Background: an optimization exercise with open tools, aiming at small area and a short achievable clock period. Do not read the settings as production practice. Function was checked by simulation only, so behaviour that the tests miss may differ from the original. Power and IR drop assume default switching activity.

Design akkanat, start of the top module:
module akkanat (
    input  wire          clk_i,
    input  wire          rst_i,
    input  wire [31:0]   inst_i,
    input  wire [31:0]   data_mem_rdata_i,
    output wire [31:0]   pc_o,
    output wire [31:0]   data_mem_addr_o,
    output wire [31:0]   data_mem_wdata_o,
    output wire          data_mem_we_o,
    output wire [1023:0] regs_o,
    output wire [1:0]    cur_stage_o
);
For scale: roughly 9700 cells after synthesis, ~1200 I/O pins, about 88000 sq um of cells after synthesis.
clock: 12.5 ns
lec_check: 0
cap_margin: 20
core_margin: 2
core_utilization: 50
cts_buf_list: sky130_fd_sc_hd__clkbuf_8 sky130_fd_sc_hd__clkbuf_16
cts_cluster_diameter: 60
cts_cluster_size: 30
place_density: 0.6
slew_margin: 20
synth_hierarchical: 1
standard.sh (not shown) runs the stock make flow with config.mk's settings and CLKGATE_MAP_FILE= SYNTH_SCRIPT=/design/flow/synth_recipe.tcl, a recipe that flattens the netlist after the stock synthesis.
==> flow/flow/run.sh <==
#!/bin/bash
# The standard layout (standard.sh: ORFS with the standard flow's config and synthesis), with
# these layout settings changed; the clock period and constraints are untouched:
#  - setup repair aims for a slack margin of MARGIN ns (flow/margin.txt), so that the
#    resizer also works on paths well inside the clock period;
#  - the resizer may swap cells of different footprints (MATCH_CELL_FOOTPRINT=0);
#  - port buffers are buf_1 cells;
#  - clock tree synthesis gets its arguments explicitly (the same as config.mk's CTS
#    settings give it) plus -dont_use_dummy_load, so it adds no dummy load cells.
# Every tool's output goes to ORFS's own logs under orfs/logs; make's output to standard.log.
set -uo pipefail
MARGIN=$(cat flow/margin.txt 2>/dev/null || echo 8)
bash standard.sh SETUP_SLACK_MARGIN=$MARGIN MATCH_CELL_FOOTPRINT=0 \
  "BUFFER_PORTS_ARGS=-buffer_cell sky130_fd_sc_hd__buf_1" \
  "CTS_ARGS=-sink_clustering_enable -repair_clock_nets -sink_clustering_size 30 -sink_clustering_max_diameter 60 -buf_list {sky130_fd_sc_hd__clkbuf_8 sky130_fd_sc_hd__clkbuf_16} -dont_use_dummy_load" \
  finish > standard.log 2>&1
==> flow/flow/margin.txt <==
8
Next try:
--- a/flow/design.v
+++ b/flow/design.v
@@ -83,37 +83,39 @@
     wire i_mac  = i_c2 & if3[0];
     wire i_selc = i_c2 & ~if3[0];
     wire i_bra  = i_br | i_selc;
     wire i_useb = i_opr | i_bra | (i_c1 & ~i_avg);
     wire i_sub  = (i_opr & (if3 == 3'b000) & inst_i[30]) | (i_alu & (if3[2:1] == 2'b01))
                 | i_bra | (i_c1 & ~i_avg);
     wire [31:0] imm_i_in = {{20{inst_i[31]}}, inst_i[31:20]};
     wire [31:0] imm_s_in = {{20{inst_i[31]}}, inst_i[31:25], inst_i[11:7]};
+    wire [31:0] i_immx = (i_st ? imm_s_in : imm_i_in) ^ {32{i_sub}};
     reg d_jal, d_jalr, d_bra, d_br, d_st, d_ld, d_mem, d_abs, d_srt, d_ldm, d_mac;
     reg d_sub, d_wr, d_auipc;
     reg cin_q;            
     reg [31:0] opx;
+    wire [31:0] opx_n;
     reg r_sum, r_sh, r_slt, r_sltu, r_log, r_imu, r_pc, r_absd, r_selp, r_avg, r_movu, r_srch;
     always @(posedge clk_i) begin
         d_jal  <= i_jal;
         d_jalr <= i_jalr;
         d_bra  <= i_bra;
         d_br   <= i_br;
         d_st   <= i_st;
         d_ld   <= i_ld;
         d_mem  <= i_mem;
         d_abs  <= i_abs;
         d_srt  <= i_srt;
         d_ldm  <= i_ldm;
         d_mac  <= i_mac;
         d_auipc<= i_auipc;
         d_sub  <= i_sub;
         cin_q  <= is_f ? (i_sub & ~i_abs) : d_sub;
-        opx    <= (i_useb ? p2 : (i_st ? imm_s_in : imm_i_in)) ^ {32{i_sub}};
+        opx    <= opx_n;
         d_wr   <= ~(i_st | i_br | i_c2 | i_srt) & (inst_i[11:7] != 5'd0);
         r_sum  <= (i_alu & (if3 == 3'b000));
         r_sh   <= (i_alu & (if3[1:0] == 2'b01));
         r_slt  <= (i_alu & (if3 == 3'b010));
         r_sltu <= (i_alu & (if3 == 3'b011));
         r_log  <= (i_alu & if3[2] & (if3 != 3'b101));
         r_imu  <= i_lui;
         r_pc   <= i_u & ~iop[3] | i_j | i_selc;
@@ -205,18 +207,26 @@
     wire [31:0] res_n = ({32{is_d}} & ~sum) | ({32{rs_rd}} & data_mem_rdata_i)
                       | ({32{rs_mx}} & mx) | ({32{rs_al}} & alu);
     wire as_imm_in = is_f;
     wire as_p1   = (is_d & d_srt) | (is_e & d_ldm & cnt[0]);
     wire as_sum  = (is_d & d_mem) | (is_e & d_st);
     wire as_imms = is_e & d_mac & c1;
     wire as_hold = (is_e & d_mac & c2) | is_w;
     wire as_madd = ~(as_imm_in | as_p1 | as_sum | as_imms | as_hold);
-    wire [31:0] addr_n = ({32{as_imm_in}} & imm_s_in) | ({32{as_p1}} & p1) | ({32{as_sum}} & sum)
+    wire [31:0] addr_o = ({32{as_imm_in}} & imm_s_in) | ({32{as_sum}} & sum)
                        | ({32{as_imms}} & imm_s) | ({32{as_hold}} & addr_q) | ({32{as_madd}} & madd);
+    wire [31:0] addr_n;
+    genvar gb;
+    generate
+        for (gb = 0; gb < 32; gb = gb + 1) begin : an
+            m_a21o u_a (.a1(as_p1), .a2(p1[gb]), .b1(addr_o[gb]), .x(addr_n[gb]));
+            m_opsel u_o (.p(p2[gb]), .useb(i_useb), .sub(i_sub), .immx(i_immx[gb]), .y(opx_n[gb]));
+        end
+    endgenerate
     wire ws_srt  = (is_d | is_e) & d_srt;
     wire ws_ra   = ws_srt & (lt ^ is_e);              
     wire ws_rb   = (ws_srt & ~(lt ^ is_e)) | (is_e & d_st);
     wire ws_rd   = is_d & ~d_srt;                     
     wire ws_mac  = is_e & d_mac & c2;
     wire ws_hold = ~((is_d | is_e) & d_srt) & ~ws_rd & ~(is_e & d_st) & ~ws_mac;
     wire [31:0] wd_n = ({32{ws_ra}} & ra) | ({32{ws_rb}} & rb) | ({32{ws_rd}} & data_mem_rdata_i)
                      | ({32{ws_mac}} & mac_out) | ({32{ws_hold}} & wd_q);
@@ -775,8 +785,14 @@
   end endgenerate
 endmodule
 module m_aoi222(input a1, input a2, input b1, input b2, input c1, input c2, output y);
   assign y = ~((a1 & a2) | (b1 & b2) | (c1 & c2));
 endmodule
 module m_nand3(input a, input b, input c, output y);
   assign y = ~(a & b & c);
 endmodule
+module m_a21o(input a1, input a2, input b1, output x);
+  assign x = (a1 & a2) | b1;
+endmodule
+module m_opsel(input p, input useb, input sub, input immx, output y);
+  assign y = useb ? (p ^ sub) : immx;
+endmodule
Wire length stays flat.
Hold slack degrades by 0.069 ns.
Via count stays flat.
Total power went up slightly.
Utilization falls by 0.37 points.
Maximum frequency is about the same.
Sequential power barely changes.
Design area hardly moves.
Cell count stays flat.
Synthesized area rises slightly.
Clock-buffer cell count does not change.
Global-route usage goes up by 0.17 points.
Setup slack gains 0.0067 ns.
Clock skew is about the same.

[separate check: timing with driven ports]
Ports are ideal in the flow. The routed layouts listed here were re-timed in OpenROAD.
Step 1 assumes that a clkbuf_16 drives the clock port and a buf_2 every other input.
Step 2 also shifts input and output timing later by t, the mid clock arrival at the registers, as if the neighbouring blocks saw the same clock.
a / b / c = ideal / step 1 / step 2; a / b = the first two.
run	shift t [ns]	setup WS [ns]	hold WS [ns]	latest minus earliest clock arrival (ns)	worst register clock-pin slew, ns
the first run	0.927	7.816 / 7.751 / 6.824	0.459 / 0.459 / 0.459	0.112 / 0.112	0.09 / 0.09
the second run	0.934	7.822 / 7.812 / 6.877	0.390 / 0.390 / 0.390	0.105 / 0.105	0.10 / 0.10
After both steps setup and hold are still met in every run listed. The setup slack of the first run, which loses most, moves by -0.065 ns with the drivers and by -0.992 ns with both steps.
